Source: an optimization exercise on an open RTL-to-GDS flow (aim: small area, a short achievable clock period and few clock cycles per item). Production flows keep margins and buffers that such runs may drop.
The RTL was checked by simulation tests, not by an equivalence proof against the original design.

// geofence
module geofence (clk, reset, X, Y, valid, is_inside);
input clk;
input reset;
input [9:0] X;
input [9:0] Y;
output valid;
output is_inside;
reg  [3:0] cnt;       
reg  [9:0] px, py;
reg  [9:0] dmx, dmy, rmx, rmy, lmx, lmy;    
reg        dsx, dsy, rsx, rsy, lsx, lsy;    
reg        in_flag;
wire [10:0] ex = {1'b0, X} - {1'b0, px};
wire [10:0] ey = {1'b0, Y} - {1'b0, py};
wire [9:0]  fx = px - X;
wire [9:0]  fy = py - Y;
wire        nx = ex[10], ny = ey[10];
wire        zx = (X == px), zy = (Y == py);
always @(posedge clk) begin
    dmx <= nx ? fx : ex[9:0];
    dmy <= ny ? fy : ey[9:0];
    dsx <= nx | (zx & ny);
    dsy <= ny | (zy & ~nx);
end
wire tie = ~dsy;
wire pa, ql;
cross_pos u_a (.usx(rsx), .umx(rmx), .usy(rsy), .umy(rmy),
               .wsx(dsx), .wmx(dmx), .wsy(dsy), .wmy(dmy), .tie(tie), .pos(pa));
cross_pos u_b (.usx(lsx), .umx(lmx), .usy(lsy), .umy(lmy),
               .wsx(dsx), .wmx(dmx), .wsy(dsy), .wmy(dmy), .tie(tie), .pos(ql));
wire pb = ~ql;        
always @(posedge clk or posedge reset) begin
    if (reset)            cnt <= 4'd0;
    else if (cnt[3])      cnt <= 4'd0;
    else                  cnt <= cnt + 4'd1;
end
wire first = (cnt == 4'd2);
always @(posedge clk) begin
    if (cnt == 4'd0) begin
        px <= X;
        py <= Y;
    end
    if (first || (!pa && pb)) begin
        rmx <= dmx; rsx <= dsx; rmy <= dmy; rsy <= dsy;
    end
    if (first || (pa && !pb)) begin
        lmx <= dmx; lsx <= dsx; lmy <= dmy; lsy <= dsy;
    end
    if (first)                          in_flag <= 1'b0;
    else if (!pa && !pb)               in_flag <= 1'b1;
end
assign valid = cnt[3];
assign is_inside = in_flag;
endmodule
For scale: ~1300 cells after synthesis, roughly 91 flip-flops, roughly 24 I/O pins.
==> flow/config.mk <==
export PLATFORM = sky130hd
export DESIGN_NAME = geofence
export DESIGN_NICKNAME = geofence
export VERILOG_FILES = /design/flow/design.v
export SDC_FILE = /design/flow/constraint.sdc
export NUM_CORES = 4
export LEC_CHECK = 0
export ABC_CLOCK_PERIOD_IN_PS = 4000
export CAP_MARGIN = 20
export CORE_MARGIN = 2
export CORE_UTILIZATION = 60
export SLEW_MARGIN = 20
export SYNTH_HIERARCHICAL = 1
==> flow/constraint.sdc <==
create_clock -name core_clock -period 12.0 [get_ports {clk}]
set_input_delay 2.4000 -clock core_clock [delete_from_list [all_inputs] [get_ports {clk}]]
set_output_delay 2.4000 -clock core_clock [all_outputs]
set_load 0.01 [all_outputs]
standard.sh (not shown) runs the stock make flow with config.mk's settings and CLKGATE_MAP_FILE= SYNTH_SCRIPT=/design/flow/synth_recipe.tcl, a recipe that flattens the netlist after the stock synthesis.
==> flow/flow/run.sh <==
#!/bin/bash
set -euo pipefail
bash standard.sh SETUP_SLACK_MARGIN=6 finish > standard.log 2>&1
Testbench counts at the start, summed over its fixed seeds: cycles 10,800, objects 1,200.
Then changed:
- ABC_AREA: default -> 1
- ABC_CLOCK_PERIOD_IN_PS: 4000 -> default
- CORE_UTILIZATION: 60 -> 40
Outcome: Via count climbs by 18%. Routed wire length rises by 7.8%. Core utilization went down by 21 points. First-iteration DRC count rises by 1.9%. Non-clock buffer count drops by 1. Die area rises by 60%.
Then changed:
==> flow/run.sh (new file) <==
#!/bin/bash
# synth_recipe.tcl (not shown) runs the flow's synth.tcl, then flattens the netlist and writes it again
# the make line also repeats each setting of config.mk as NAME=value (left out here)
make -C /OpenROAD-flow-scripts/flow DESIGN_CONFIG=/design/flow/config.mk WORK_HOME=/design/flow/orfs CLKGATE_MAP_FILE= SYNTH_SCRIPT=/design/flow/synth_recipe.tcl finish
- ABC_AREA: 1 -> default
- ABC_CLOCK_PERIOD_IN_PS: default -> 4000
- SETUP_SLACK_MARGIN: default -> 5
removed: flow/flow/run.sh
removed: flow/standard.sh
Result: Synthesized cell count came out lower by 29%. Setup slack loses 0.87 ns. Area after synthesis came out lower by 7.3%.
Then changed:
==> flow/flow/run.sh (new file) <==
#!/bin/bash
set -euo pipefail
bash standard.sh SETUP_SLACK_MARGIN=6.5 finish > standard.log 2>&1
==> flow/standard.sh (new file) <==
#!/bin/bash
# synth_recipe.tcl (not shown) runs the flow's synth.tcl, then flattens the netlist and writes it again
# the make line also repeats each setting of config.mk as NAME=value (left out here)
make -C /OpenROAD-flow-scripts/flow DESIGN_CONFIG=/design/flow/config.mk WORK_HOME=/design/flow/orfs CLKGATE_MAP_FILE= SYNTH_SCRIPT=/design/flow/synth_recipe.tcl "${@:-finish}"
- SETUP_SLACK_MARGIN: 5 -> default
removed: flow/run.sh
Outcome: Wire length goes up by 8.5%; clock-buffer cell count stays the same; worst setup slack is better by 0.99 ns; area after synthesis does not change; sequential cell count does not change; cell count goes up by 5.7%; sequential share of layout area goes down by 0.78 points; global-route usage goes up by 0.24 points; clock skew goes down by 0.0087 ns; die area stays the same.
Then changed:
==> flow/flow/run.sh (replaced) <==
#!/bin/bash
set -euo pipefail
bash standard.sh SETUP_SLACK_MARGIN=7 finish > standard.log 2>&1
Outcome: The new run ran to the end with no violations; worst setup slack is worse by 0.054 ns; flip-flop and latch count does not change; first-iteration DRC count goes up by 24%; critical path depth is unchanged; synthesized cell count does not change; core utilization barely changes; global-route usage goes up by 1.1 points.
Then changed:
==> flow/flow/run.sh (replaced) <==
#!/bin/bash
set -euo pipefail
bash standard.sh SETUP_SLACK_MARGIN=6 finish > standard.log 2>&1
- CTS_BUF_LIST: default -> sky130_fd_sc_hd__clkbuf_4 sky130_fd_sc_hd__clkbuf_8
Worst setup slack got worse by 0.28 ns.
Clock-buffer cell count grows by 1.
Via count fell by 7.1%.
Worst hold slack stays flat.
Register-to-register slack is worse by 0.28 ns.

static timing again, ports no longer ideal:
The results above use ideal ports. As a check the final layouts listed here were re-extracted and re-timed, cells and wires unchanged.
Step 1 assumes that a clkbuf_16 drives the clock port and a buf_2 every other input.
Step 2, shift: input delay + t, output delay - t, t = (earliest + latest rising clock arrival at the registers) / 2. This alone moves slack from input paths to output paths.
Slacks: no drivers / after step 1 / after step 2; pairs: no drivers / after step 1.
| run | t (ns) | slack for setup (ns) | worst register clock-pin slew, ns |
|---|---|---|---|
| the first run | 0.388 | 6.247 / 6.247 / 6.247 | 0.07 / 0.07 |
| the second run | 0.382 | 6.427 / 6.427 / 6.427 | 0.07 / 0.07 |
| the third run | 0.394 | 5.554 / 5.554 / 5.554 | 0.08 / 0.08 |
| the fourth run | 0.382 | 6.545 / 6.545 / 6.545 | 0.07 / 0.07 |
| the fifth run | 0.373 | 6.491 / 6.491 / 6.491 | 0.07 / 0.07 |
| the sixth run | 0.405 | 6.212 / 6.212 / 6.212 | 0.11 / 0.11 |
After both steps setup and hold are still met in every run listed.
